Source: an optimization exercise on an open RTL-to-GDS flow (aim: small area, a short achievable clock period and few clock cycles per item). Production flows keep margins and buffers that such runs may drop.
RTL that was checked went through simulation tests only; none was proved equivalent to the original.
Only the layout flow was run in runs 1 to 3; the RTL was not checked for function there.

File: config.mk
export PLATFORM = sky130hd
export DESIGN_NAME = fft8
export DESIGN_NICKNAME = fft8
export VERILOG_FILES = /design/flow/design.v
export SDC_FILE = /design/flow/constraint.sdc
export NUM_CORES = 4
export LEC_CHECK = 0
export CAP_MARGIN = 20
export CORE_MARGIN = 2
export CORE_UTILIZATION = 40
export PLACE_DENSITY = 0.6
export SLEW_MARGIN = 20
File: constraint.sdc
create_clock -name core_clock -period 11.0 [get_ports {clk}]
set_input_delay 2.2000 -clock core_clock [delete_from_list [all_inputs] [get_ports {clk}]]
set_output_delay 2.2000 -clock core_clock [all_outputs]
set_load 0.01 [all_outputs]
File: design.v
module fft8_twiddle (
    input  logic signed [16:0] s,
    output logic [15:0]        hi_a,
    output logic [15:0]        hi_b,
    output logic               c15,
    output logic               nz
);
    logic [30:0] x;
    logic [30:0] t0, t1, t2, t3, t4, t5;
    logic [30:0] a1, b1, a2, b2, a3, b3, a4, b4;
    logic [15:0] lo;
    always_comb begin
        x  = 31'(s);
        t0 = x << 1;  t1 = x << 7;  t2 = x << 9;
        t3 = x << 11; t4 = x << 12; t5 = x << 14;
        a1 = t0 ^ t1 ^ t2;  b1 = ((t0 & t1) | (t0 & t2) | (t1 & t2)) << 1;
        a2 = t3 ^ t4 ^ t5;  b2 = ((t3 & t4) | (t3 & t5) | (t4 & t5)) << 1;
        a3 = a1 ^ b1 ^ a2;  b3 = ((a1 & b1) | (a1 & a2) | (b1 & a2)) << 1;
        a4 = a3 ^ b3 ^ b2;  b4 = ((a3 & b3) | (a3 & b2) | (b3 & b2)) << 1;
        lo   = {1'b0, a4[14:0]} + {1'b0, b4[14:0]};
        c15  = lo[15];
        nz   = |lo[14:0];
        hi_a = a4[30:15];
        hi_b = b4[30:15];
    end
endmodule
module fft8_bfly_t (
    input  logic [15:0] b,
    input  logic [15:0] ha,
    input  logic [15:0] hb,
    input  logic        c,
    input  logic        n,
    output logic [15:0] y,
    output logic [15:0] z
);
    logic [15:0] p, q1, q2;
    always_comb begin
        p  = b ^ ha ^ hb;
        q1 = {((b & ha) | (b & hb) | (ha & hb)), n};
        q2 = {((b & ~ha) | (b & ~hb) | (~ha & ~hb)), ~n};
        y  = p + q1 + {15'd0, c};
        z  = p + q2 + {15'd0, ~c};
    end
endmodule
module fft8_bf #(
    parameter integer N = 16
)(
    input  logic [N-1:0] a,
    input  logic [N-1:0] b,
    output logic [N-1:0] s,
    output logic [N-1:0] d
);
    localparam integer L = (N > 16) ? 5 : 4;    
    logic [N-1:0] p, g, h;
    logic [N-1:0] gs [0:L], ps [0:L], gd [0:L], pd [0:L];
    always_comb begin
        p = a ^ b;
        g = a & b;             
        h = a & p;             
        gs[0] = g;  ps[0] = p;
        gd[0] = h;  pd[0] = ~p;
        gd[0][0] = h[0] | ~p[0];
        for (int l = 0; l < L; l++) begin
            gs[l+1] = gs[l];  ps[l+1] = ps[l];
            gd[l+1] = gd[l];  pd[l+1] = pd[l];
            for (int j = 0; j < N; j++)
                if ((j >> l) & 1) begin
                    gs[l+1][j] = gs[l][j] | (ps[l][j] & gs[l][((j >> l) << l) - 1]);
                    ps[l+1][j] = ps[l][j] & ps[l][((j >> l) << l) - 1];
                    gd[l+1][j] = gd[l][j] | (pd[l][j] & gd[l][((j >> l) << l) - 1]);
                    pd[l+1][j] = pd[l][j] & pd[l][((j >> l) << l) - 1];
                end
        end
        s = p ^ {gs[L][N-2:0], 1'b0};
        d = ~p ^ {gd[L][N-2:0], 1'b1};
    end
endmodule
module fft8 #(
    parameter integer WIDTH = 16
)(
    input  logic                   clk,
    input  logic                   rst,
    input  logic                   in_valid,
    output logic                   in_ready,
    input  logic [8*WIDTH-1:0]     in_re_flat,
    input  logic [8*WIDTH-1:0]     in_im_flat,
    output logic                   out_valid,
    output logic [8*WIDTH-1:0]     out_re_flat,
    output logic [8*WIDTH-1:0]     out_im_flat
);
    localparam integer NREG = 5;
    logic [NREG-1:0] vld;
    always_ff @(posedge clk or posedge rst) begin
        if (rst) begin
            vld      <= '0;
            in_ready <= 1'b0;
        end else begin
            vld      <= {vld[NREG-2:0], in_valid & in_ready};
            in_ready <= 1'b1;
        end
    end
    assign out_valid = vld[NREG-1];
    logic signed [15:0] x_re [0:7], x_im [0:7];
    always_comb
        for (int i = 0; i < 8; i++) begin
            x_re[i] = in_re_flat[16*i +: 16];
            x_im[i] = in_im_flat[16*i +: 16];
        end
    logic [15:0] a_re_c [0:7], a_im_c [0:7];
    for (genvar k = 0; k < 4; k++) begin : g_s1
        fft8_bf u_re (.a(x_re[k]), .b(x_re[k+4]), .s(a_re_c[k]), .d(a_re_c[k+4]));
        fft8_bf u_im (.a(x_im[k]), .b(x_im[k+4]), .s(a_im_c[k]), .d(a_im_c[k+4]));
    end
    logic signed [15:0] a_re [0:7], a_im [0:7];
    always_ff @(posedge clk)
        for (int k = 0; k < 8; k++) begin
            a_re[k] <= a_re_c[k];
            a_im[k] <= a_im_c[k];
        end
    logic [15:0] b_re_c [0:7], b_im_c [0:7];
    fft8_bf u_b0r (.a(a_re[0]), .b(a_re[2]), .s(b_re_c[0]), .d(b_re_c[2]));
    fft8_bf u_b0i (.a(a_im[0]), .b(a_im[2]), .s(b_im_c[0]), .d(b_im_c[2]));
    fft8_bf u_b4r (.a(a_re[1]), .b(a_re[3]), .s(b_re_c[4]), .d(b_re_c[6]));
    fft8_bf u_b4i (.a(a_im[1]), .b(a_im[3]), .s(b_im_c[4]), .d(b_im_c[6]));
    fft8_bf u_b1r (.a(a_re[4]), .b(a_im[6]), .s(b_re_c[1]), .d(b_re_c[3]));
    fft8_bf u_b1i (.a(a_im[4]), .b(a_re[6]), .s(b_im_c[3]), .d(b_im_c[1]));
    fft8_bf u_b5r (.a(a_re[5]), .b(a_im[7]), .s(b_re_c[5]), .d(b_re_c[7]));
    fft8_bf u_b5i (.a(a_im[5]), .b(a_re[7]), .s(b_im_c[7]), .d(b_im_c[5]));
    logic signed [15:0] b_re [0:7], b_im [0:7];
    always_ff @(posedge clk)
        for (int k = 0; k < 8; k++) begin
            b_re[k] <= b_re_c[k];
            b_im[k] <= b_im_c[k];
        end
    logic signed [16:0] s1, d1, s3, d3;
    logic signed [15:0] e_re [0:7], e_im [0:7];     
    logic signed [15:0] q_re [0:1], q_im [0:1];     
    logic [16:0] s1_c, d1_c, s3_c, d3_c;
    logic [15:0] e_re_c [0:7], e_im_c [0:7];
    fft8_bf #(.N(17)) u_s1 (.a({b_im[5][15], b_im[5]}), .b({b_re[5][15], b_re[5]}), .s(s1_c), .d(d1_c));
    fft8_bf #(.N(17)) u_s3 (.a({b_im[7][15], b_im[7]}), .b({b_re[7][15], b_re[7]}), .s(s3_c), .d(d3_c));
    fft8_bf u_e0r (.a(b_re[0]), .b(b_re[4]), .s(e_re_c[0]), .d(e_re_c[4]));
    fft8_bf u_e0i (.a(b_im[0]), .b(b_im[4]), .s(e_im_c[0]), .d(e_im_c[4]));
    fft8_bf u_e2r (.a(b_re[2]), .b(b_im[6]), .s(e_re_c[2]), .d(e_re_c[6]));
    fft8_bf u_e2i (.a(b_im[2]), .b(b_re[6]), .s(e_im_c[6]), .d(e_im_c[2]));
    always_ff @(posedge clk) begin
        s1 <= s1_c;
        d1 <= d1_c;
        s3 <= s3_c;
        d3 <= d3_c;
        for (int k = 0; k < 8; k += 2) begin
            e_re[k] <= e_re_c[k];
            e_im[k] <= e_im_c[k];
        end
        q_re[0] <= b_re[1];  q_im[0] <= b_im[1];
        q_re[1] <= b_re[3];  q_im[1] <= b_im[3];
    end
    logic [15:0] t_a [0:3], t_b [0:3];
    logic        t_c [0:3];
    logic        t_n [0:3];
    logic        nz3;
    fft8_twiddle u_t0 (.s(s1), .hi_a(t_a[0]), .hi_b(t_b[0]), .c15(t_c[0]), .nz());
    fft8_twiddle u_t1 (.s(d1), .hi_a(t_a[1]), .hi_b(t_b[1]), .c15(t_c[1]), .nz());
    fft8_twiddle u_t2 (.s(d3), .hi_a(t_a[2]), .hi_b(t_b[2]), .c15(t_c[2]), .nz());
    fft8_twiddle u_t3 (.s(s3), .hi_a(t_a[3]), .hi_b(t_b[3]), .c15(t_c[3]), .nz(nz3));
    assign t_n[0] = 1'b0;  assign t_n[1] = 1'b0;  assign t_n[2] = 1'b0;
    assign t_n[3] = nz3;    
    logic [15:0] r_a [0:3], r_b [0:3];
    logic        r_c [0:3];
    logic        r_n;
    logic signed [15:0] f_re [0:7], f_im [0:7];     
    logic signed [15:0] g_re [0:1], g_im [0:1];     
    always_ff @(posedge clk) begin
        for (int k = 0; k < 4; k++) begin
            r_a[k] <= t_a[k];
            r_b[k] <= t_b[k];
            r_c[k] <= t_c[k];
        end
        r_n <= t_n[3];
        for (int k = 0; k < 8; k += 2) begin
            f_re[k] <= e_re[k];
            f_im[k] <= e_im[k];
        end
        for (int k = 0; k < 2; k++) begin
            g_re[k] <= q_re[k];
            g_im[k] <= q_im[k];
        end
    end
    logic [15:0] o_re [0:7], o_im [0:7];
    fft8_bfly_t u_x1r (.b(g_re[0]), .ha(r_a[0]), .hb(r_b[0]), .c(r_c[0]), .n(1'b0), .y(o_re[1]), .z(o_re[5]));
    fft8_bfly_t u_x1i (.b(g_im[0]), .ha(r_a[1]), .hb(r_b[1]), .c(r_c[1]), .n(1'b0), .y(o_im[1]), .z(o_im[5]));
    fft8_bfly_t u_x3r (.b(g_re[1]), .ha(r_a[2]), .hb(r_b[2]), .c(r_c[2]), .n(1'b0), .y(o_re[3]), .z(o_re[7]));
    fft8_bfly_t u_x3i (.b(g_im[1]), .ha(r_a[3]), .hb(r_b[3]), .c(r_c[3]), .n(r_n), .y(o_im[7]), .z(o_im[3]));
    always_comb
        for (int k = 0; k < 8; k += 2) begin
            o_re[k] = f_re[k];
            o_im[k] = f_im[k];
        end
    logic [15:0] y_re [0:7], y_im [0:7];
    always_ff @(posedge clk)
        for (int i = 0; i < 8; i++) begin
            y_re[i] <= o_re[i];
            y_im[i] <= o_im[i];
        end
    always_comb
        for (int i = 0; i < 8; i++) begin
            out_re_flat[16*i +: 16] = y_re[i];
            out_im_flat[16*i +: 16] = y_im[i];
        end
endmodule
File: flow/run.sh
#!/bin/bash
# The standard layout, with the port buffers made of sky130_fd_sc_hd__buf_2
# instead of the flow's default pick, and timing repair asked to leave 7.6 ns
# of setup slack.  make's output goes to standard.log; each ORFS step keeps
# its own log under orfs/logs/.
set -euo pipefail
bash standard.sh "BUFFER_PORTS_ARGS=-buffer_cell sky130_fd_sc_hd__buf_2" SETUP_SLACK_MARGIN=7.6 finish > standard.log 2>&1
File: standard.sh
#!/bin/bash
# synth_recipe.tcl (not shown) runs the flow's synth.tcl, then flattens the netlist and writes it again
# the make line also repeats each setting of config.mk as NAME=value (left out here)
make -C /OpenROAD-flow-scripts/flow DESIGN_CONFIG=/design/flow/config.mk WORK_HOME=/design/flow/orfs CLKGATE_MAP_FILE= SYNTH_SCRIPT=/design/flow/synth_recipe.tcl "${@:-finish}"
==> summary.txt, run 1 <==
- The total overflow left after global routing is 0.
- The H-tree was split into 4 levels.
- The starting density of the core is between 40% and 50%.
- The final critical path takes up 33.7% of the cycle.
- From bottom edge to top edge, the die measures slightly above 400 um.
- Detailed placement ended at an HPWL of around 150,000 um.
- The count of nets left with antenna violations once routing finished came out at 0.
- The number of standard-cell rows in the floorplan is 150.
- Routability-driven placement finished with a final weighted congestion of 0.915.
- The final hold violation count was 0.
- The cell area that synthesis handed to floorplanning was 67,300 um2.
- The largest individual stage delay along the critical path comes from the cell fa_2.
- Measured against its own limit, the worst slew margin works out to 34.9%.
- The run finished with no timing, DRC or antenna violations.
- Traced cell by cell, the critical path runs through buf_8, ha_4, inv_2, fa_2, or2_4, a211oi_4, buf_6, o211ai_1, a221oi_2, buf_4, o41ai_4, o21bai_1, xnor2_1.
- Setup repair after global routing could not meet its margin everywhere.
- The total track usage is 21.1%.
- The number of search-and-repair iterations in the first detailed-routing pass is 5.
- The count of buffers from port buffering is approximately 520.
- The number of nets in the synthesized netlist is 7,686.
- Subtracting the final worst setup slack from the clock period gives 3.71 ns.
- The die footprint is around 170,000 um2.
- The classification of the worst-slack hold path is flop to flop.
- Synthesis produced 6,309 cells.
- After synthesis the netlist holds a flip-flop and latch count of 1,321.
- On the final layout, the worst clock skew is around 0.030 ns.
- The finished layout holds 9,308 standard cells, fillers aside.
- In the final routed layout, each cell accounts on average for 19.7 um.
- Hold repair after CTS inserted 0 buffers.
- The clock slew at the register clock pins of the worst setup and hold paths is 0.07 ns.
- The maximum achievable frequency is approximately 270 MHz.
- At the pin with the least slew margin, the transition time is 0.969 ns.
- The number of endpoints failing setup at the final stage is 0.
- The worst path setup slack after routing is 7.29 ns.
- The detailed-route vias per instance is 4.76.
- The share of cells above drive strength 1 is 19.3%.
- The cell total after placement is 8,941.
- The final layout net count is ~8,300.
- The number of placed I/O pins is 517.
- The growth of design area from synthesis to finish is 20.7%.
- The count of unique library cells instantiated by Yosys is 82.
- The share of the core filled with cells in the final layout is 48.6%.
- The worst setup path is captured at a flop.
- The post-detailed-routing wire length is 184,000 um.
- Among all flip-flop cells after synthesis, the most frequent one is dfxtp_1.
- STA classifies the critical path startpoint as an input port.
- The total clock sinks is 1,321.
- TritonCTS built the clock tree.
- The Yosys warning count is 74.
- At the worst endpoint, the arrival time is around 4.5 ns.
- The number of enable-type register cells in the synthesized netlist is 0.
- The area inside the core boundary is 167,000 um2.
- The count of pins over their slew limit is 0.
- The routed layout has 44,300 vias.
- The sequential area share after synthesis is around 40%.
- By startpoint and endpoint, the worst setup path is classified as input port to flop.
- The fill cell total of the finished layout is roughly 15,000.
- The required time of the worst setup path is 11.74 ns.
- The TritonCTS buffer count is 148.
- The violation count after the first detailed-route iteration is 2,115.
- A synthesized cell averages 10.7 um2.
- The largest net degree at the start of global routing is 22.
- Timing analysis after detailed placement gives a worst setup slack of roughly 6.1 ns.
- The number of design rule violations left after detail routing is 0.
- The root cell of the clock tree is clkbuf_16.
- In the synthesized netlist the async set-or-reset flop fraction comes to 0.454%.
- The largest single stage delay on the critical path is 0.34 ns.
- The number of max-cap violations is 0.
- The clock tree buffer depth is 3.
- The horizontal die dimension is 414 um.
- The number of global-route vias before repair is 45,300.
- Along the worst path, the maximum fanout reaches 4.
- The global-route wire length before repair is about 270,000 um.
- The initial antenna violation count is 55.
- Adding up every negative setup slack in the final design gives 0 ns.
- The clock reaches the later pin of the worst-skew pair after 0.81 ns.
## critical path, delay by kind of cell
kind            cells  cell delay, ns
fa+ha+maj           2            0.46
simple gates        1            0.26
compound gates      5            0.94
xor+xnor            1            0.14
buf+inv             4            0.45
## repair_timing
action / CTS / global route
pin swaps: 72 / 58
gates resized for setup: 306 / 164
setup buffers: 32 / 28
setup endpoints to repair: 320 / 328
## cell usage in the layout, fill, tap and decap left out, drive strengths merged, types with 175 or more instances in the layout
cell | synthesis | final
dfxtp | 1315 | 1315
inv | 899 | 914
ha | 679 | 679
buf | 33 | 577
fa | 439 | 439
xnor2 | 393 | 393
nor2 | 322 | 322
xor2 | 290 | 290
a21oi | 272 | 272
o21ai | 186 | 186
clkbuf | 56 | 182
nand2b | 175 | 175
## cell usage after synthesis, types with 10 or more instances
master | n | share of area (%)
a211oi_1 | 36 | 0.40
xnor2_1 | 393 | 5.1
o21a_1 | 61 | 0.68
o21bai_1 | 61 | 0.68
nand2b_1 | 175 | 1.6
o211ai_1 | 29 | 0.32
a21oi_1 | 270 | 2.0
nand3_1 | 51 | 0.38
buf_2 | 24 | 0.18
ha_1 | 679 | 13
nand2_1 | 169 | 0.94
a211oi_2 | 19 | 0.35
a221oi_2 | 22 | 0.49
o311ai_0 | 20 | 0.26
nor2_1 | 322 | 1.8
a22o_1 | 19 | 0.25
a41o_1 | 19 | 0.28
o21ai_1 | 25 | 0.19
nand4_1 | 33 | 0.31
o21ai_0 | 161 | 1.2
a21o_1 | 68 | 0.76
or3_1 | 10 | 0.093
nor4_1 | 26 | 0.24
a31oi_1 | 75 | 0.70
mux2_2 | 63 | 1.1
nor3_1 | 75 | 0.56
inv_1 | 899 | 5.0
dfxtp_1 | 1315 | 39
fa_1 | 439 | 13
nor2b_1 | 86 | 0.80
or2_1 | 22 | 0.20
mux2i_1 | 65 | 0.97
o41ai_4 | 13 | 0.53
xor2_1 | 290 | 3.8
or4_1 | 36 | 0.40
and2_1 | 49 | 0.46
clkbuf_1 | 56 | 0.31
## logic make-up (layout without fill, tap and decap cells)
group | after synthesis | in the layout | share of synthesized area, %
flip-flops | 1321 | 1321 | 39.3
adder cells (fa/ha/maj) | 1118 | 1118 | 25.7
AND/OR/NAND/NOR | 1081 | 1081 | 8.10
buffers and inverters | 989 | 1752 | 5.61
AO/OA/AOI/OAI | 988 | 988 | 10.4
XOR/XNOR | 683 | 683 | 8.88
multiplexers | 128 | 128 | 2.02
other | 1 | 33 | 0.00557
## final timing paths
check / from / end / slack (ns) / cells after the start
max reg2reg: g_im[1][0]$_DFF_P_ / y_im[7][14]$_DFF_P_ / 7.74 / 10
min in group asynchronous: rst / vld[4]$_DFF_PP0_ / 1.29 / 2
min reg2reg: f_im[6][10]$_DFF_P_ / y_im[6][10]$_DFF_P_ / 0.31 / 0
max: in_im_flat[112] / a_im[3][14]$_DFF_P_ / 7.29 / 13
min: f_im[6][10]$_DFF_P_ / y_im[6][10]$_DFF_P_ / 0.31 / 0
max in group asynchronous: rst / vld[3]$_DFF_PP0_ / 9.51 / 2
## metal layers
layer	wire, um	global-route usage (%)	share of wire (%)	vias up
li1	-	-	-	21900
met1	76600	25.0	42	21200
met2	90200	36.8	49	891
met3	6550	3.12	3.6	322
met4	10300	11.3	5.6	16
met5	93	0	0.051	-
## final cells by class
| cell class | count | area, um2 | share of cell area, % |
|---|---|---|---|
| tap | 2204 | 2760 | 3.39 |
| clock buffer | 182 | 3980 | 4.90 |
| timing repair buffer | 577 | 4220 | 5.19 |
| clock inverter | 93 | 1340 | 1.65 |
| inverter | 900 | 3380 | 4.16 |
| antenna | 32 | 80.1 | 0.0985 |
| sequential | 1321 | 26700 | 32.8 |
| multi-input combinational | 3999 | 38800 | 47.8 |
## metrics by stage
stage | hold slack (ns) | cell area, um2
2_1_floorplan | 0.310 | 68800
3_3_place_gp | 0.310 | 73600
3_5_place_dp | 0.312 | 73600
4_1_cts | 0.310 | 80300
5_1_grt | 0.315 | 81300
6_report | 0.309 | 81300
## registers in the layout, summed over array words and instances (netlist names), 64 cells and up
name,flops
a_im,124
a_re,124
b_im,124
b_re,124
r_a,64
r_b,64
y_im,125
y_re,124
==> inputs of run 2 (changes only) <==
--- a/config.mk
+++ b/config.mk
@@ -8,5 +8,7 @@
 export CAP_MARGIN = 20
 export CORE_MARGIN = 2
 export CORE_UTILIZATION = 40
+export CTS_CLUSTER_DIAMETER = 100
+export CTS_CLUSTER_SIZE = 30
 export PLACE_DENSITY = 0.6
 export SLEW_MARGIN = 20
==> run 2 against run 1 <==
- still clean
- first-iteration DRC count grew 3.5%
- worst setup slack got worse by 0.053 ns
- clock skew is 0.019 ns higher
- clock-buffer cell count fell by 115
- register-to-register slack about the same
- sequential share of layout area rose by 1.4 points
- via count decreased by 1.9%
- critical path depth unchanged
- cell count down 1.9%
- critical path type unchanged
- highest routed layer unchanged
==> summary.txt, run 2 <==
- The slowest cell on the critical path is fa_2 (unchanged).
- The sequential area share after synthesis is 39.3% (unchanged).
- The number of global-route vias before repair is 44,200 (was 45,300).
- The compound-gate portion of the synthesized area is 10.4% (unchanged).
- The cell total after placement is 8,941 (unchanged).
- The leading area contributor after synthesis is dfxtp_1 (unchanged).
- The worst-case clock skew is 0.0495 ns (was 0.0302 ns).
- The total number of vias is 43,500 (was 44,300).
- The count of pins over their slew limit is 0 (unchanged).
- The clock slew at the register clock pins of the worst setup and hold paths is 0.12 ns (was 0.07 ns).
- The post-detailed-routing wire length is 181,000 um (was 184,000 um).
- The largest stage delay on the critical path is 0.36 ns (was 0.34 ns).
- The maximum fanout encountered on the critical timing path came to 4 (unchanged).
- The share of cells above drive strength 1 came to 17.6% (was 19.3%).
- The starting density of the core is 40.3% (unchanged).
- The area fraction in and, or, nand and nor cells after synthesis came to 8.10% (unchanged).
- The classification of the worst-slack hold path is flop to flop (unchanged).
- The fill cell total of the finished layout is 15,500 (was 15,200).
- The most common cell after layout, fill and taps aside is dfxtp_1 (unchanged).
- The post-synthesis mux area share is 2.02% (unchanged).
- The detailed-route vias per instance is 4.76 (about the same).
- The number of endpoints failing setup at the final stage came to 0 (unchanged).
- The count of buffers from port buffering is 516 (unchanged).
- The count of hold buffers inserted by post-cts repair is 0 (unchanged).
- Commonest cells in the synthesized netlist: dfxtp_1, inv_1, ha_1 (unchanged).
- The type of the setup path with the least slack is input port to flop (unchanged).
- The final sum of negative setup slack is 0 ns (unchanged).
- The Yosys warning count came to 74 (unchanged).
- The number of max-cap violations is 0 (unchanged).
- The transition time of the tightest slew-check pin came to 0.919 ns (was 0.969 ns).
- The proportion of netlist area held by the largest area contributor is 39.1% (unchanged).
- The number of routed nets with antenna violations is 0 (unchanged).
- The violation count after the first detailed-route iteration is 2,190 (was 2,115).
- The initial antenna violation count is 56 (was 55).
- The largest net degree at the start of global routing is 32 (was 22).
- The synthesized instance count came to 6,309 (unchanged).
- The average cell area after synthesis is 10.7 um2 (unchanged).
- The floorplan die height is 414 um (unchanged).
- The register name with the most flops is y_im (unchanged).
- Outcome: finished clean (unchanged).
- The post-synthesis instance area is 67,300 um2 (unchanged).
- The minimum period implied by the final worst setup slack came to 3.76 ns (was 3.71 ns).
- Synth area leaders: dfxtp_1, fa_1, ha_1 (unchanged).
- Ordered cell list for the critical path: buf_8, ha_4, inv_2, fa_2, or2_4, a211oi_4, buf_6, o211ai_1, a221oi_2, buf_4, o41ai_4, o21bai_1, xnor2_1 (unchanged).
- The number of placed I/O pins came to 517 (unchanged).
- The total clock sinks is 1,321 (unchanged).
- The relative max-transition margin is 38.5% (was 34.9%).
- The horizontal die dimension came to 414 um (unchanged).
- The root cell of the clock tree was clkbuf_16 (unchanged).
- The data arrival at the endpoint of the critical path is 4.43 ns (was 4.45 ns).
- The final hold violation count is 0 (unchanged).
- The cell with the most instances after synthesis was dfxtp_1 (unchanged).
- The total overflow reported by the global router is 0 (unchanged).
- The required time of the worst setup path is 11.67 ns (was 11.74 ns).
- The number of standard-cell rows in the floorplan is 150 (unchanged).
- The clock tree buffer depth is 3 (unchanged).
- The total track usage is 20.6% (was 21.1%).
- The clock tree from TritonCTS is yes (unchanged).
- The part of the cycle the worst path needs is 34.2% (was 33.7%).
- The maximum achievable frequency is 266 MHz (was 270 MHz).
- The flip-flop cell with the highest count after synthesis was dfxtp_1 (unchanged).
- The global-route wire length before repair came to 268,000 um (was 272,000 um).
- The clock insertion delay at the later pin of the skew report came to 0.74 ns (was 0.81 ns).
- The growth of design area from synthesis to finish is 15.8% (was 20.7%).
- The mean routed wirelength per cell is 19.8 um (was 19.7 um).
- The share of the core filled with cells in the final layout is 46.6% (was 48.6%).
- The final-layout worst hold slack is 0.313 ns (was 0.309 ns).
- The adder and majority cell fraction of the synthesized area is 25.7% (unchanged).
- Unrepaired setup endpoints after global routing: true (unchanged).
- The post-route non-filler standard cell count was 9,130 (was 9,308).
- The area inside the core boundary is 167,000 um2 (unchanged).
- The number of flip-flops in the largest register is 125 (unchanged).
- The fraction of registers with async set/reset is 0.454% (unchanged).
- The share of the synthesized netlist area taken by xor and xnor gates is 8.88% (unchanged).
- Leading cell types in the layout, fill and taps excluded: dfxtp_1, inv_1, ha_1 (unchanged).
- The number of search-and-repair iterations in the first detailed-routing pass is 7 (was 5).
- The TritonCTS buffer count came to 59 (was 148).
- The critical path launch point type is an input port (unchanged).
- The total nets after synthesis is 7,686 (unchanged).
- The dominant combinational cell family by area after synthesis is adder cells (unchanged).
- The synthesis-stage register bit count is 1,321 (unchanged).
- The count of unique library cells instantiated by Yosys is 82 (unchanged).
- The placer's final routability congestion estimate is 0.915 (unchanged).
- The placed wire-length estimate is 152,000 um (unchanged).
- The die footprint was 172,000 um2 (unchanged).
- The final layout net count is 8,244 (was 8,324).
- The number of levels the H-tree was split into came to 2 (was 4).
- The number of enable-type register cells in the synthesized netlist is 0 (unchanged).
- The endpoint class of the critical path is a flop (unchanged).
- The number of design rule violations left after detail routing is 0 (unchanged).
[run 2: cell counts after synthesis]
No cell type changed its count.
[run 2: worst paths after layout]
path	startpoint	end	slack [ns]	cells past startpoint
worst max-delay path	in_im_flat[112]	a_im[3][14]$_DFF_P_	7.24	13
worst min-delay path	f_im[4][4]$_DFF_P_	y_im[4][4]$_DFF_P_	0.31	0
worst max register to register	a_re[6][0]$_DFF_P_	b_re[0][12]$_DFF_P_	7.75	10
worst min register to register	f_im[4][4]$_DFF_P_	y_im[4][4]$_DFF_P_	0.31	0
max in group asynchronous	rst	in_ready$_DFF_PP0_	9.45	2
min in group asynchronous	rst	vld[3]$_DFF_PP0_	1.35	2
[run 2: layer usage]
metal	vias up	share of wire (%)	routed length, um	global-route usage [%]
li1	21600	-	-	-
met1	20800	42	76200	25.0
met2	739	50	90000	36.5
met3	282	3.2	5780	2.35
met4	16	4.9	8830	9.64
met5	-	0.053	96	0
[run 2: what timing repair did]
action                     in CTS  in global routing
cloned                          0                  0
gates resized for setup       319                163
setup endpoints to repair     323                326
buffers inserted               38                 31
pin swaps                      84                 66
[run 2: logic make-up after synthesis]
family                   after synthesis
buffers and inverters                989
other                                  1
AO/OA/AOI/OAI                        988
adder cells (fa/ha/maj)             1118
multiplexers                         128
AND/OR/NAND/NOR                     1081
flip-flops                          1321
XOR/XNOR                             683
[run 2: critical path: cells and delay by family]
kind / cells / cell delay [ns]
AOI/OAI and AO/OA: 5 / 0.90
and+or+nand+nor: 1 / 0.26
buffers and inverters: 4 / 0.44
adders and majority gates: 2 / 0.48
xor gates and xnor gates: 1 / 0.14
[run 2: stage by stage]
stage	setup WS [ns]	area [um2]
finish	7.24	78000
detailed placement	6.05	73600
CTS	7.33	77000
global placement	6.09	73600
global route	7.19	78000
floorplan	6.83	68800
[run 2: final cells by class]
class	count	area, um2	share of cell area, %
Antenna cell	29	72.6	0.0931
Timing Repair Buffer	586	4280	5.49
Inverter	900	3380	4.33
Tap cell	2204	2760	3.54
Sequential cell	1321	26700	34.2
Multi-Input combinational cell	3999	38900	49.9
Clock buffer	67	1550	1.99
Clock inverter	24	377	0.483
==> inputs of run 3 (changes only) <==
==> flow/run.sh (replaced) <==
#!/bin/bash
# The standard layout, with the port buffers made of sky130_fd_sc_hd__buf_2
# instead of the flow's default pick, and timing repair asked to leave 7.8 ns
# of setup slack.  make's output goes to standard.log; each ORFS step keeps
# its own log under orfs/logs/.
set -euo pipefail
bash standard.sh "BUFFER_PORTS_ARGS=-buffer_cell sky130_fd_sc_hd__buf_2" SETUP_SLACK_MARGIN=7.8 finish > standard.log 2>&1
--- a/config.mk
+++ b/config.mk
@@ -8,7 +8,7 @@
 export CAP_MARGIN = 20
 export CORE_MARGIN = 2
 export CORE_UTILIZATION = 40
-export CTS_CLUSTER_DIAMETER = 100
-export CTS_CLUSTER_SIZE = 30
+export CTS_CLUSTER_DIAMETER = 90
+export CTS_CLUSTER_SIZE = 25
 export PLACE_DENSITY = 0.6
 export SLEW_MARGIN = 20
==> run 3 against run 2 <==
- critical endpoint is now a_im[1][13]$_DFF_P_
- clock-buffer cell count increased by 17
- die area unchanged
- worst hold slack better by 0.0027 ns
- routed wire length up 2.4%
- still clean
- highest routed layer unchanged
- non-clock buffer count is 79 higher
==> summary.txt, run 3 <==
- Outcome: finished clean (unchanged).
- The flip-flop cell with the highest count after synthesis was dfxtp_1 (unchanged).
- The end of the critical path is a_im[1][13]$_DFF_P_ (was a_im[3][14]$_DFF_P_).
- The number of global-route vias before repair was 45,100 (was 44,200).
- The final layout net count was 8,340 (was 8,244).
- The number of placed I/O pins is 517 (unchanged).
- The worst-case reg-to-reg path depth is 9 (was 10).
- The average cell area after synthesis came to 10.7 um2 (unchanged).
- Leading cell types in the layout, fill and taps excluded: dfxtp_1, inv_1, ha_1 (unchanged).
- Commonest cells in the synthesized netlist: dfxtp_1, inv_1, ha_1 (unchanged).
- The worst-case clock skew came to 0.0291 ns (was 0.0495 ns).
- The number of flip-flops in the largest register is 125 (unchanged).
- The count of buffers from port buffering is 516 (unchanged).
- The root cell of the clock tree is clkbuf_16 (unchanged).
- The number of endpoints failing setup at the final stage was 0 (unchanged).
- The multi-input logic area is 39,900 um2 (was 38,900 um2).
- The most common cell after layout, fill and taps aside is dfxtp_1 (unchanged).
- The largest net degree at the start of global routing is 27 (was 32).
- The placer's final routability congestion estimate is 0.909 (was 0.915).
- The post-synthesis instance area is 67,300 um2 (unchanged).
- The number of routed nets with antenna violations is 0 (unchanged).
- The share of the core filled with cells in the final layout came to 48.1% (was 46.6%).
- The total clock sinks came to 1,321 (unchanged).
- The final hold violation count was 0 (unchanged).
- The share of cells above drive strength 1 is 21.0% (was 17.6%).
- The detailed-route vias per instance is 4.77 (was 4.76).
- The synthesized instance count is 6,309 (unchanged).
- The clock insertion delay at the later pin of the skew report is 0.71 ns (was 0.74 ns).
- The fill cell total of the finished layout is 15,200 (was 15,500).
- The capture point of the worst reg-to-reg path is y_re[5][15]$_DFF_P_ (was b_re[0][12]$_DFF_P_).
- The source of the worst register-to-register timing path is g_re[0][2]$_DFF_P_ (was a_re[6][0]$_DFF_P_).
- The total track usage is 21.1% (was 20.6%).
- The maximum achievable frequency is 264 MHz (was 266 MHz).
- Unrepaired setup endpoints after global routing: true (unchanged).
- The total number of vias is 44,100 (was 43,500).
- The clock tree from TritonCTS is yes (unchanged).
- The endpoint class of the critical path is a flop (unchanged).
- The cell seen most often among critical-path stages is buf_4.
- The mean routed wirelength per cell was 20.0 um (was 19.8 um).
- The number of search-and-repair iterations in the first detailed-routing pass is 5 (was 7).
- The placed cell area is 73,700 um2 (was 73,600 um2).
- The number of enable-type register cells in the synthesized netlist is 0 (unchanged).
- The global-route wire length before repair is 274,000 um (was 268,000 um).
- The largest stage delay on the critical path is 0.33 ns (was 0.36 ns).
- The total overflow reported by the global router is 0 (unchanged).
- The critical path launch point type was an input port (unchanged).
- The timing startpoint of the critical path is in_im_flat[16] (was in_im_flat[112]).
- The clock slew at the register clock pins of the worst setup and hold paths is 0.10 ns (was 0.12 ns).
- The total nets after synthesis is 7,686 (unchanged).
- The violation count after the first detailed-route iteration is 2,134 (was 2,190).
- The starting density of the core was 40.3% (unchanged).
- The sequential area share after synthesis is 39.3% (unchanged).
- Synth area leaders: dfxtp_1, fa_1, ha_1 (unchanged).
- The slowest cell on the critical path is fa_2 (unchanged).
- The type of the setup path with the least slack is input port to flop (unchanged).
- The number of buffers and inverters on the critical path is 5 (was 4).
- The part of the cycle the worst path needs is 34.5% (was 34.2%).
- The leading area contributor after synthesis is dfxtp_1 (unchanged).
- The die footprint is 172,000 um2 (unchanged).
- The initial antenna violation count is 55 (was 56).
- The fraction of registers with async set/reset is 0.454% (unchanged).
- The placed wire-length estimate is 153,000 um (was 152,000 um).
- The Yosys warning count is 74 (unchanged).
- The floorplan die height is 414 um (unchanged).
- The maximum fanout encountered on the critical timing path is 4 (unchanged).
- Ordered cell list for the critical path: buf_8, ha_4, inv_2, fa_2, or2_4, a211oi_4, buf_6, o211ai_1, a221oi_2, buf_4, o41ai_4, buf_4, xnor2_1 (was buf_8, ha_4, inv_2, fa_2, or2_4, a211oi_4, buf_6, o211ai_1, a221oi_2, buf_4, o41ai_4, o21bai_1, xnor2_1).
- The count of unique library cells instantiated by Yosys is 82 (unchanged).
- The setup slack of the worst register-to-register path is 7.91 ns (was 7.75 ns).
- The horizontal die dimension is 414 um (unchanged).
- The area inside the core boundary is 167,000 um2 (unchanged).
- The number of standard-cell rows in the floorplan is 150 (unchanged).
- The transition time of the tightest slew-check pin is 0.917 ns (was 0.919 ns).
- The cell area after layout is 80,500 um2 (was 78,000 um2).
- The register cell area after layout is 26,700 um2 (about the same).
- The proportion of netlist area held by the largest area contributor is 39.1% (unchanged).
- The synthesis-stage register bit count came to 1,321 (unchanged).
- The number of max-cap violations was 0 (unchanged).
- The post-detailed-routing wire length is 185,000 um (was 181,000 um).
- The cell with the most instances after synthesis is dfxtp_1 (unchanged).
- The kind of cell adding the most delay to the critical path is compound AO/OA/AOI/OAI gates (unchanged).
- The required time of the worst setup path is 11.59 ns (was 11.67 ns).
- The minimum period implied by the final worst setup slack is 3.79 ns (was 3.76 ns).
- The TritonCTS buffer count is 76 (was 59).
- The count of pins over their slew limit is 0 (unchanged).
- The relative max-transition margin was 38.7% (was 38.5%).
- The classification of the worst-slack hold path is flop to flop (unchanged).
- The number of levels the H-tree was split into is 3 (was 2).
- The number of design rule violations left after detail routing is 0 (unchanged).
- The total stage count of the critical path is 13 (unchanged).
- The growth of design area from synthesis to finish is 19.6% (was 15.8%).
- The final sum of negative setup slack was 0 ns (unchanged).
- The data arrival at the endpoint of the critical path is 4.38 ns (was 4.43 ns).
- The clock tree buffer depth was 3 (unchanged).
- The register name with the most flops was y_im (unchanged).
==> run 3: cell counts after synthesis <==
Identical to the previous run, type by type.
==> run 3: what timing repair did <==
item,CTS,global route
setup buffers,71,77
pin swaps,149,159
hold buffers,0,0
endpoints found under the hold margin,0,0
resized for setup,418,355
setup endpoints to repair,398,404
==> run 3: worst min path at each step <==
stage                              from                  end  depth (start not counted)
global route         f_re[4][1]$_DFF_P_   y_re[4][1]$_DFF_P_                          0
CTS                  e_im[2][7]$_DFF_P_   f_im[2][7]$_DFF_P_                          0
detailed placement  e_im[6][15]$_DFF_P_  f_im[6][15]$_DFF_P_                          0
floorplan           e_im[0][10]$_DFF_P_  f_im[0][10]$_DFF_P_                          0
finish               e_im[2][7]$_DFF_P_   f_im[2][7]$_DFF_P_                          0
global placement     b_im[1][7]$_DFF_P_   q_im[0][7]$_DFF_P_                          0
==> run 3: stage by stage <==
stage	hold WS [ns]	cells	setup slack (ns)
after floorplan	0.310	6309	6.83
after global placement	0.310	8941	6.14
after detailed placement	0.312	8941	6.12
after CTS	0.320	9137	7.31
after global routing	0.317	9242	7.11
final	0.316	9249	7.21
==> run 3: cell type report <==
cell class              count  area share [%]
well taps                2204            3.43
flip-flops and latches   1321            33.2
multi-input cells        3999            49.5
clock buffers              84            2.46
clock inverters            41           0.654
diodes                     35           0.109
inverters                 900            4.21
repair buffers            665            6.42
==> run 3: layer usage <==
layer  vias to the layer above  wire [um]  global-route usage (%)
met1                     21200      78800                    25.8
met3                       279       5310                    2.22
met5                         -         91                       0
li1                      21900          -                       -
met4                        12       9550                    10.1
met2                       798      91500                    37.0
==> run 3: cells by family (layout without fill, tap and decap cells) <==
group,after synthesis,count (layout),synth area share [%]
compound gates,988,988,10.4
xor+xnor,683,683,8.88
fa+ha+maj,1118,1118,25.7
buf+inv,989,1690,5.61
flops,1321,1321,39.3
mux,128,128,2.02
other cells,1,36,0.00557
simple gates,1081,1081,8.10
==> inputs of run 4 (changes only) <==
--- a/design.v
+++ b/design.v
@@ -88,7 +88,7 @@
     output logic [8*WIDTH-1:0]     out_re_flat,
     output logic [8*WIDTH-1:0]     out_im_flat
 );
-    localparam integer NREG = 5;
+    localparam integer NREG = 6;
     logic [NREG-1:0] vld;
     always_ff @(posedge clk or posedge rst) begin
         if (rst) begin
@@ -101,10 +101,10 @@
     end
     assign out_valid = vld[NREG-1];
     logic signed [15:0] x_re [0:7], x_im [0:7];
-    always_comb
+    always_ff @(posedge clk)
         for (int i = 0; i < 8; i++) begin
-            x_re[i] = in_re_flat[16*i +: 16];
-            x_im[i] = in_im_flat[16*i +: 16];
+            x_re[i] <= in_re_flat[16*i +: 16];
+            x_im[i] <= in_im_flat[16*i +: 16];
         end
     logic [15:0] a_re_c [0:7], a_im_c [0:7];
     for (genvar k = 0; k < 4; k++) begin : g_s1
==> flow/run.sh (replaced) <==
#!/bin/bash
# The standard layout, with the port buffers made of sky130_fd_sc_hd__buf_2
# instead of the flow's default pick, and timing repair asked to leave 7.7 ns
# of setup slack.  make's output goes to standard.log; each ORFS step keeps
# its own log under orfs/logs/.
set -euo pipefail
bash standard.sh "BUFFER_PORTS_ARGS=-buffer_cell sky130_fd_sc_hd__buf_2" SETUP_SLACK_MARGIN=7.7 finish > standard.log 2>&1
==> run 4 against run 3 <==
- via count is 0.80% lower
- largest cell class unchanged
- critical path type is now flop to primary output
- still clean
- fmax is 9.4% higher
- sequential share of layout area is 6.2 points higher
==> summary.txt, run 4 <==
- The synthesis-stage register bit count is 1,578 (was 1,321).
- The placed wire-length estimate was 149,000 um (was 153,000 um).
- The count of buffers from port buffering is 516 (unchanged).
- The total routed wire length on the met1 layer is 78,300 um (was 78,800 um).
- The type of the setup path with the least slack is flop to primary output (was input port to flop).
- The amount of wire on met2 after detailed routing is 87,200 um (was 91,500 um).
- The total number of vias was 43,800 (was 44,100).
- The count of pins over their slew limit came to 0 (unchanged).
- The area fraction in and, or, nand and nor cells after synthesis is 7.83% (was 8.10%).
- The classification of the worst-slack hold path is flop to flop (unchanged).
- The total track usage is 19.4% (was 21.1%).
- The compound-gate portion of the synthesized area is 8.55% (was 10.4%).
- The horizontal die dimension is 427 um (was 414 um).
- Ordered cell list for the critical path: buf_6 (was buf_8, ha_4, inv_2, fa_2, or2_4, a211oi_4, buf_6, o211ai_1, a221oi_2, buf_4, o41ai_4, buf_4, xnor2_1).
- The share of the synthesized netlist area taken by xor and xnor gates was 8.01% (was 8.88%).
- The maximum achievable frequency is 289 MHz (was 264 MHz).
- The clock tree from TritonCTS is yes (unchanged).
- The number of max-cap violations is 0 (unchanged).
- The mean routed wirelength per cell is 18.9 um (was 20.0 um).
- The met3 layer wire length in the routed design is 5860 um (was 5310 um).
- The flip-flop cell with the highest count after synthesis is dfxtp_1 (unchanged).
- The highest routing layer actually used is met5 (unchanged).
- The number of enable-type register cells in the synthesized netlist is 0 (unchanged).
- The detailed-route vias per instance is 4.66 (was 4.77).
- The Yosys warning count came to 74 (unchanged).
- The number of global-route vias before repair is 45,100 (about the same).
- The source of the worst register-to-register timing path is r_a[3][0]$_DFF_P_ (was g_re[0][2]$_DFF_P_).
- The final layout net count is 8,368 (was 8,340).
- The worst-case clock skew is 0.0794 ns (was 0.0291 ns).
- The total stage count of the critical path is 1 (was 13).
- The largest registers in the layout are x_im (128), x_re (128), y_im (125).
- The number of design rule violations left after detail routing is 0 (unchanged).
- The worst path setup slack after routing is 7.54 ns (was 7.21 ns).
- The most common cell after layout, fill and taps aside is dfxtp_1 (unchanged).
- The post-synthesis instance area is 71,400 um2 (was 67,300 um2).
- The setup slack after placement is 7.24 ns (was 6.12 ns).
- The fraction of registers with async set/reset is 0.444% (was 0.454%).
- The relative max-transition margin is 44.0% (was 38.7%).
- The placer's final routability congestion estimate was 0.908 (was 0.909).
- The total clock sinks is 1,578 (was 1,321).
- The clock insertion delay at the later pin of the skew report is 0.78 ns (was 0.71 ns).
- The die footprint is 182,000 um2 (was 172,000 um2).
- The growth of design area from synthesis to finish is 13.3% (was 19.6%).
- The number of placed I/O pins was 517 (unchanged).
- The kind of cell adding the most delay to the critical path is flip-flops (was compound AO/OA/AOI/OAI gates).
- The number of standard-cell rows in the floorplan is 155 (was 150).
- The minimum period implied by the final worst setup slack is 3.46 ns (was 3.79 ns).
- Outcome: finished clean (unchanged).
- Commonest cells in the synthesized netlist: dfxtp_1, inv_1, ha_1 (unchanged).
- The endpoint class of the critical path is a primary output (was flop).
- The number of levels the H-tree was split into is 3 (unchanged).
- The proportion of netlist area held by the largest area contributor is 44.0% (was 39.1%).
- The global-route wire length before repair came to 265,000 um (was 274,000 um).
- The leading area contributor after synthesis is dfxtp_1 (unchanged).
- The adder and majority cell fraction of the synthesized area was 24.2% (was 25.7%).
- The critical path launch point type is a flop (was input port).
- The synthesized instance count is 6,489 (was 6,309).
- The starting density of the core is 40.2% (was 40.3%).
- The dominant combinational cell family by area after synthesis was adder cells (unchanged).
- The number of routed nets with antenna violations was 0 (unchanged).
- The slowest cell on the critical path is dfxtp_4 (was fa_2).
- The capture point of the worst reg-to-reg path was y_im[7][14]$_DFF_P_ (was y_re[5][15]$_DFF_P_).
- The data arrival at the endpoint of the critical path is 1.26 ns (was 4.38 ns).
- The largest net degree at the start of global routing is 26 (was 27).
- The number of endpoints failing setup at the final stage is 0 (unchanged).
- The maximum fanout encountered on the critical timing path was 1 (was 4).
- The clock tree buffer depth is 3 (unchanged).
- The transition time of the tightest slew-check pin is 0.837 ns (was 0.917 ns).
- The post-detailed-routing wire length is 178,000 um (was 185,000 um).
- Unrepaired setup endpoints after global routing: true (unchanged).
- The cell with the most instances after synthesis is dfxtp_1 (unchanged).
- The floorplan die height is 427 um (was 414 um).
- The worst-case reg-to-reg path depth is 10 (was 9).
- The largest stage delay on the critical path is 0.37 ns (was 0.33 ns).
- The clock slew at the register clock pins of the worst setup and hold paths is 0.10 ns (about the same).
- The area inside the core boundary came to 178,000 um2 (was 167,000 um2).
- The part of the cycle the worst path needs is 31.5% (was 34.5%).
- Synth area leaders: dfxtp_1, fa_1, ha_1 (unchanged).
- The average cell area after synthesis is 11.0 um2 (was 10.7 um2).
- The share of cells above drive strength 1 is 12.5% (was 21.0%).
- The end of the critical path is out_im_flat[120] (was a_im[1][13]$_DFF_P_).
- Leading cell types in the layout, fill and taps excluded: dfxtp_1, inv_1, ha_1 (unchanged).
- The sequential area share after synthesis is 44.3% (was 39.3%).
- The number of search-and-repair iterations in the first detailed-routing pass is 5 (unchanged).
- The violation count after the first detailed-route iteration is 1,869 (was 2,134).
- The launch point of the worst hold path is q_re[1][1]$_DFF_P_ (was e_im[2][7]$_DFF_P_).
- The final sum of negative setup slack is 0 ns (unchanged).
- The number of buffers and inverters on the critical path was 1 (was 5).
- The setup slack of the worst register-to-register path was 7.70 ns (was 7.91 ns).
- The count of unique library cells instantiated by Yosys is 77 (was 82).
- The final hold violation count is 0 (unchanged).
- The post-synthesis mux area share came to 2.11% (was 2.02%).
- The root cell of the clock tree is clkbuf_16 (unchanged).
- The TritonCTS buffer count was 89 (was 76).
- The total nets after synthesis is 7,866 (was 7,686).
- The total overflow reported by the global router is 0 (unchanged).
- The initial antenna violation count is 21 (was 55).
- The required time of the worst setup path was 8.80 ns (was 11.59 ns).
- The timing startpoint of the critical path is y_im[7][8]$_DFF_P_ (was in_im_flat[16]).
## run 4: per-stage QoR
stage          utilization [%]  hold WS [ns]  std cells  area (um2)
2_1_floorplan                -         0.310       6489       71400
3_3_place_gp              43.0         0.311       9255       76500
3_5_place_dp              43.0         0.312       9255       76500
4_1_cts                   45.2         0.318       9392       80400
5_1_grt                   45.5         0.321       9393       80900
6_report                  45.5         0.320       9402       80900
## run 4: cell families after synthesis
family                   after synthesis
buffers and inverters                943
AO/OA/AOI/OAI                        933
flip-flops                          1578
adder cells (fa/ha/maj)             1118
XOR/XNOR                             653
multiplexers                         148
AND/OR/NAND/NOR                     1115
other                                  1
## run 4: routing by layer
metal  vias to the layer above  global-route usage, %
met3                       188                   2.20
met4                         2                   7.24
met5                         -                      0
met1                     20900                   24.4
met2                       679                   34.3
li1                      22000                      -
## run 4: what timing repair did
action	4_1_cts	5_1_grt
endpoints found under the setup margin	265	270
setup buffers	0	0
hold buffers	0	0
resized for setup	251	123
## run 4: final cells by class
cell class,count,area [um2]
Fill cell,16500,96900
Multi-Input combinational cell,3968,36300
Sequential cell,1578,31900
Timing Repair Buffer,517,3650
Inverter,837,3140
Tap cell,2355,2950
Clock buffer,94,2300
Clock inverter,43,677
Antenna cell,10,25.0
## run 4: worst min-delay path by stage
stage	end	slack, ns	cells past startpoint
floorplan	f_im[0][10]$_DFF_P_	0.31	0
global placement	g_re[1][13]$_DFF_P_	0.31	0
detailed placement	f_im[4][3]$_DFF_P_	0.31	0
CTS	g_im[1][1]$_DFF_P_	0.32	0
global route	g_re[1][1]$_DFF_P_	0.32	0
finish	g_re[1][1]$_DFF_P_	0.32	0
Testbench counts of run 4, summed over its fixed seeds: cycles 2,096, items 2,048.
==> inputs of run 5 (changes only) <==
--- a/design.v
+++ b/design.v
@@ -88,7 +88,7 @@
     output logic [8*WIDTH-1:0]     out_re_flat,
     output logic [8*WIDTH-1:0]     out_im_flat
 );
-    localparam integer NREG = 6;
+    localparam integer NREG = 5;
     logic [NREG-1:0] vld;
     always_ff @(posedge clk or posedge rst) begin
         if (rst) begin
@@ -101,21 +101,30 @@
     end
     assign out_valid = vld[NREG-1];
     logic signed [15:0] x_re [0:7], x_im [0:7];
+    always_comb
+        for (int i = 0; i < 8; i++) begin
+            x_re[i] = in_re_flat[16*i +: 16];
+            x_im[i] = in_im_flat[16*i +: 16];
+        end
+    logic [7:0] u_hi [0:1][0:3], v_hi [0:1][0:3];
+    logic [7:0] s_lo [0:1][0:3], d_lo [0:1][0:3];
+    logic       s_c [0:1][0:3], d_c [0:1][0:3];
     always_ff @(posedge clk)
-        for (int i = 0; i < 8; i++) begin
-            x_re[i] <= in_re_flat[16*i +: 16];
-            x_im[i] <= in_im_flat[16*i +: 16];
-        end
-    logic [15:0] a_re_c [0:7], a_im_c [0:7];
-    for (genvar k = 0; k < 4; k++) begin : g_s1
-        fft8_bf u_re (.a(x_re[k]), .b(x_re[k+4]), .s(a_re_c[k]), .d(a_re_c[k+4]));
-        fft8_bf u_im (.a(x_im[k]), .b(x_im[k+4]), .s(a_im_c[k]), .d(a_im_c[k+4]));
-    end
+        for (int k = 0; k < 4; k++) begin
+            {s_c[0][k], s_lo[0][k]} <= {1'b0, x_re[k][7:0]} + {1'b0, x_re[k+4][7:0]};
+            {d_c[0][k], d_lo[0][k]} <= {1'b0, x_re[k][7:0]} + {1'b0, ~x_re[k+4][7:0]} + 9'd1;
+            {s_c[1][k], s_lo[1][k]} <= {1'b0, x_im[k][7:0]} + {1'b0, x_im[k+4][7:0]};
+            {d_c[1][k], d_lo[1][k]} <= {1'b0, x_im[k][7:0]} + {1'b0, ~x_im[k+4][7:0]} + 9'd1;
+            u_hi[0][k] <= x_re[k][15:8];  v_hi[0][k] <= x_re[k+4][15:8];
+            u_hi[1][k] <= x_im[k][15:8];  v_hi[1][k] <= x_im[k+4][15:8];
+        end
     logic signed [15:0] a_re [0:7], a_im [0:7];
-    always_ff @(posedge clk)
-        for (int k = 0; k < 8; k++) begin
-            a_re[k] <= a_re_c[k];
-            a_im[k] <= a_im_c[k];
+    always_comb
+        for (int k = 0; k < 4; k++) begin
+            a_re[k]   = {8'(u_hi[0][k] + v_hi[0][k] + 8'(s_c[0][k])), s_lo[0][k]};
+            a_re[k+4] = {8'(u_hi[0][k] + ~v_hi[0][k] + 8'(d_c[0][k])), d_lo[0][k]};
+            a_im[k]   = {8'(u_hi[1][k] + v_hi[1][k] + 8'(s_c[1][k])), s_lo[1][k]};
+            a_im[k+4] = {8'(u_hi[1][k] + ~v_hi[1][k] + 8'(d_c[1][k])), d_lo[1][k]};
         end
     logic [15:0] b_re_c [0:7], b_im_c [0:7];
     fft8_bf u_b0r (.a(a_re[0]), .b(a_re[2]), .s(b_re_c[0]), .d(b_re_c[2]));
==> run 5 against run 4 <==
- still clean on timing, DRC and antenna
- global-route usage grew 1.1 points
- clock skew shrank 0.047 ns
==> summary.txt, run 5 <==
- The total stage count of the critical path was 1 (unchanged).
- The clock tree from TritonCTS was yes (unchanged).
- The clock slew at the register clock pins of the worst setup and hold paths was 0.10 ns (about the same).
- The type of the setup path with the least slack is flop to primary output (unchanged).
- The count of hold buffers inserted by post-cts repair is 0 (unchanged).
- The initial antenna violation count was 22 (was 21).
- Synth area leaders: dfxtp_1, fa_1, ha_1 (unchanged).
- The root cell of the clock tree is clkbuf_16 (unchanged).
- The kind of cell adding the most delay to the critical path is flip-flops (unchanged).
- The starting density of the core was 40.3% (was 40.2%).
- The post-synthesis mux area share was 1.02% (was 2.11%).
- The area fraction in and, or, nand and nor cells after synthesis was 7.08% (was 7.83%).
- The share of the synthesized netlist area taken by xor and xnor gates is 8.50% (was 8.01%).
- The global-route wire length before repair is 267,000 um (was 265,000 um).
- The total track usage came to 20.6% (was 19.4%).
- The largest net degree at the start of global routing is 26 (unchanged).
- The largest stage delay on the critical path is 0.38 ns (was 0.37 ns).
- The number of enable-type register cells in the synthesized netlist came to 0 (unchanged).
- The final sum of negative setup slack is 0 ns (unchanged).
- The maximum achievable frequency is 293 MHz (was 289 MHz).
- The number of design rule violations left after detail routing came to 0 (unchanged).
- The sequential area share after synthesis was 39.8% (was 44.3%).
- The total clock sinks is 1,337 (was 1,578).
- The classification of the worst-slack hold path is flop to flop (unchanged).
- The worst path setup slack after routing is 7.59 ns (was 7.54 ns).
- The source of the worst register-to-register timing path is g_im[1][0]$_DFF_P_ (was r_a[3][0]$_DFF_P_).
- The minimum period implied by the final worst setup slack is 3.41 ns (was 3.46 ns).
- The fraction of registers with async set/reset is 0.449% (was 0.444%).
- The area inside the core boundary is 167,000 um2 (was 178,000 um2).
- The final layout net count is 8,292 (was 8,368).
- The mean routed wirelength per cell is 19.5 um (was 18.9 um).
- The leading area contributor after synthesis is dfxtp_1 (unchanged).
- The die footprint was 171,000 um2 (was 182,000 um2).
- Leading cell types in the layout, fill and taps excluded: dfxtp_1, inv_1, ha_1 (unchanged).
- The total number of vias is 43,100 (was 43,800).
- The proportion of netlist area held by the largest area contributor is 39.6% (was 44.0%).
- The critical path launch point type is a flop (unchanged).
- The total overflow reported by the global router is 0 (unchanged).
- The count of buffers from port buffering is 516 (unchanged).
- The worst-case clock skew is 0.0328 ns (was 0.0794 ns).
- The register with the most flip-flops in the layout has 125 of them.
- The register name with the most flops is y_im.
- The synthesized instance count is 6,347 (was 6,489).
- Unrepaired setup endpoints after global routing: true (unchanged).
- The post-synthesis instance area is 67,300 um2 (was 71,400 um2).
- The compound-gate portion of the synthesized area is 10.3% (was 8.55%).
- The placer's final routability congestion estimate is 0.896 (was 0.908).
- The dominant combinational cell family by area after synthesis is adder cells (unchanged).
- The endpoint class of the critical path was a primary output (unchanged).
- The number of buffers and inverters on the critical path is 1 (unchanged).
- Ordered cell list for the critical path: buf_6 (unchanged).
- The maximum fanout encountered on the critical timing path is 1 (unchanged).
- The final hold violation count was 0 (unchanged).
- The adder and majority cell fraction of the synthesized area was 27.1% (was 24.2%).
- The transition time of the tightest slew-check pin is 0.920 ns (was 0.837 ns).
- The end of the critical path is out_re_flat[71] (was out_im_flat[120]).
- The TritonCTS buffer count is 76 (was 89).
- The setup slack after placement is 6.71 ns (was 7.24 ns).
- The horizontal die dimension is 414 um (was 427 um).
- The part of the cycle the worst path needs is 31.0% (was 31.5%).
- The number of max-cap violations is 0 (unchanged).
- The Yosys warning count is 84 (was 74).
- The number of search-and-repair iterations in the first detailed-routing pass was 6 (was 5).
- The total nets after synthesis is 7,788 (was 7,866).
- The timing startpoint of the critical path was y_re[4][7]$_DFF_P_ (was y_im[7][8]$_DFF_P_).
- The cell with the most instances after synthesis is dfxtp_1 (unchanged).
- The post-detailed-routing wire length came to 178,000 um (about the same).
- The count of unique library cells instantiated by Yosys came to 96 (was 77).
- The clock insertion delay at the later pin of the skew report is 0.72 ns (was 0.78 ns).
- The growth of design area from synthesis to finish is 15.3% (was 13.3%).
- The number of endpoints failing setup at the final stage was 0 (unchanged).
- The average cell area after synthesis is 10.6 um2 (was 11.0 um2).
- The synthesis-stage register bit count is 1,337 (was 1,578).
- The slowest cell on the critical path is dfxtp_4 (unchanged).
- The capture point of the worst reg-to-reg path is y_im[7][14]$_DFF_P_ (unchanged).
- The detailed-route vias per instance is 4.73 (was 4.66).
- The number of placed I/O pins came to 517 (unchanged).
- The number of standard-cell rows in the floorplan is 150 (was 155).
- The share of cells above drive strength 1 was 16.8% (was 12.5%).
- The worst-case reg-to-reg path depth was 10 (unchanged).
- The placed wire-length estimate is 151,000 um (was 149,000 um).
- The flip-flop cell with the highest count after synthesis is dfxtp_1 (unchanged).
- The count of pins over their slew limit was 0 (unchanged).
- Commonest cells in the synthesized netlist: dfxtp_1, inv_1, ha_1 (unchanged).
- The required time of the worst setup path is 8.80 ns (about the same).
- The data arrival at the endpoint of the critical path came to 1.21 ns (was 1.26 ns).
- The clock tree buffer depth is 3 (unchanged).
- The relative max-transition margin is 38.1% (was 44.0%).
- Outcome: finished clean (unchanged).
- The floorplan die height is 414 um (was 427 um).
- The number of global-route vias before repair is 44,500 (was 45,100).
- The number of levels the H-tree was split into is 3 (unchanged).
- The most common cell after layout, fill and taps aside is dfxtp_1 (unchanged).
- The setup slack of the worst register-to-register path came to 7.75 ns (was 7.70 ns).
- The violation count after the first detailed-route iteration is 1,834 (was 1,869).
- The number of routed nets with antenna violations is 0 (unchanged).
==> run 5: timing repair <==
item	CTS	global route
setup endpoints to repair	310	324
pin swaps	14	47
hold endpoints to repair	0	0
buffers inserted	5	8
resized for setup	289	243
==> run 5: final cells by class <==
cell class,count,area [um2]
antenna,5,12.5
clock buffer,81,1960
clock inverter,37,596
fill,15600,89500
inverter,985,3840
multi-input combinational,3918,37600
sequential,1337,27100
tap,2204,2760
timing repair buffer,533,3740
==> run 5: layer usage <==
layer | track usage, % | wire length, um
met5 | 0 | 107
met4 | 6.97 | 6600
met3 | 2.63 | 5540
met2 | 36.8 | 89000
met1 | 25.4 | 76600
==> run 5: cell families (layout without fill, tap and decap cells) <==
family,after synthesis,in the layout
XOR/XNOR,653,653
AND/OR/NAND/NOR,952,952
multiplexers,66,66
adder cells (fa/ha/maj),1182,1182
other,1,6
flip-flops,1337,1337
AO/OA/AOI/OAI,1064,1064
buffers and inverters,1092,1636
==> run 5: worst min-delay path by stage <==
stage	start	to	cells past startpoint
after floorplan	e_im[0][10]$_DFF_P_	f_im[0][10]$_DFF_P_	0
after global placement	q_re[1][14]$_DFF_P_	g_re[1][14]$_DFF_P_	0
after detailed placement	e_im[0][15]$_DFF_P_	f_im[0][15]$_DFF_P_	0
after CTS	e_re[0][8]$_DFF_P_	f_re[0][8]$_DFF_P_	0
after global routing	e_re[4][9]$_DFF_P_	f_re[4][9]$_DFF_P_	0
final	e_re[0][8]$_DFF_P_	f_re[0][8]$_DFF_P_	0
==> run 5: per-stage QoR <==
| stage | cell area (um2) | util, % | hold WS [ns] | cells |
|---|---|---|---|---|
| CTS | 76500 | 45.8 | 0.310 | 9087 |
| global placement | 72900 | 43.6 | 0.310 | 8964 |
| floorplan | 68000 | - | 0.310 | 6347 |
| finish | 77500 | 46.4 | 0.311 | 9100 |
| detailed placement | 72900 | 43.6 | 0.312 | 8964 |
| global route | 77500 | 46.4 | 0.308 | 9096 |
Testbench counts of run 5, summed over its fixed seeds: cycles 2,088, items 2,048.

==> separate check: timing with driven ports <==
The results above use ideal ports. As a check the final layouts listed here were re-extracted and re-timed, cells and wires unchanged.
Step 1 assumes that a clkbuf_16 drives the clock port and a buf_2 every other input.
Step 2, shift: input delay + t, output delay - t, t = (earliest + latest rising clock arrival at the registers) / 2. This alone moves slack from input paths to output paths.
Three values: no drivers, after step 1, after step 2; two values: the first two.
run	shift t [ns]	slack for setup (ns)	latest minus earliest clock arrival (ns)	slew at the worst register clock pin (ns)
run 1	0.883	7.290 / 7.314 / 6.430	0.034 / 0.033	0.07 / 0.07
run 2	0.793	7.237 / 7.256 / 6.462	0.054 / 0.055	0.12 / 0.12
run 3	0.777	7.210 / 7.222 / 6.445	0.035 / 0.034	0.10 / 0.10
run 4	0.835	7.536 / 7.449 / 7.697	0.086 / 0.086	0.10 / 0.10
run 5	0.786	7.587 / 7.506 / 6.984	0.035 / 0.035	0.10 / 0.10
After both steps setup and hold are still met in every run listed. For run 1, which loses most, drivers alone change the setup slack by +0.024 ns; drivers and shift together by -0.860 ns.
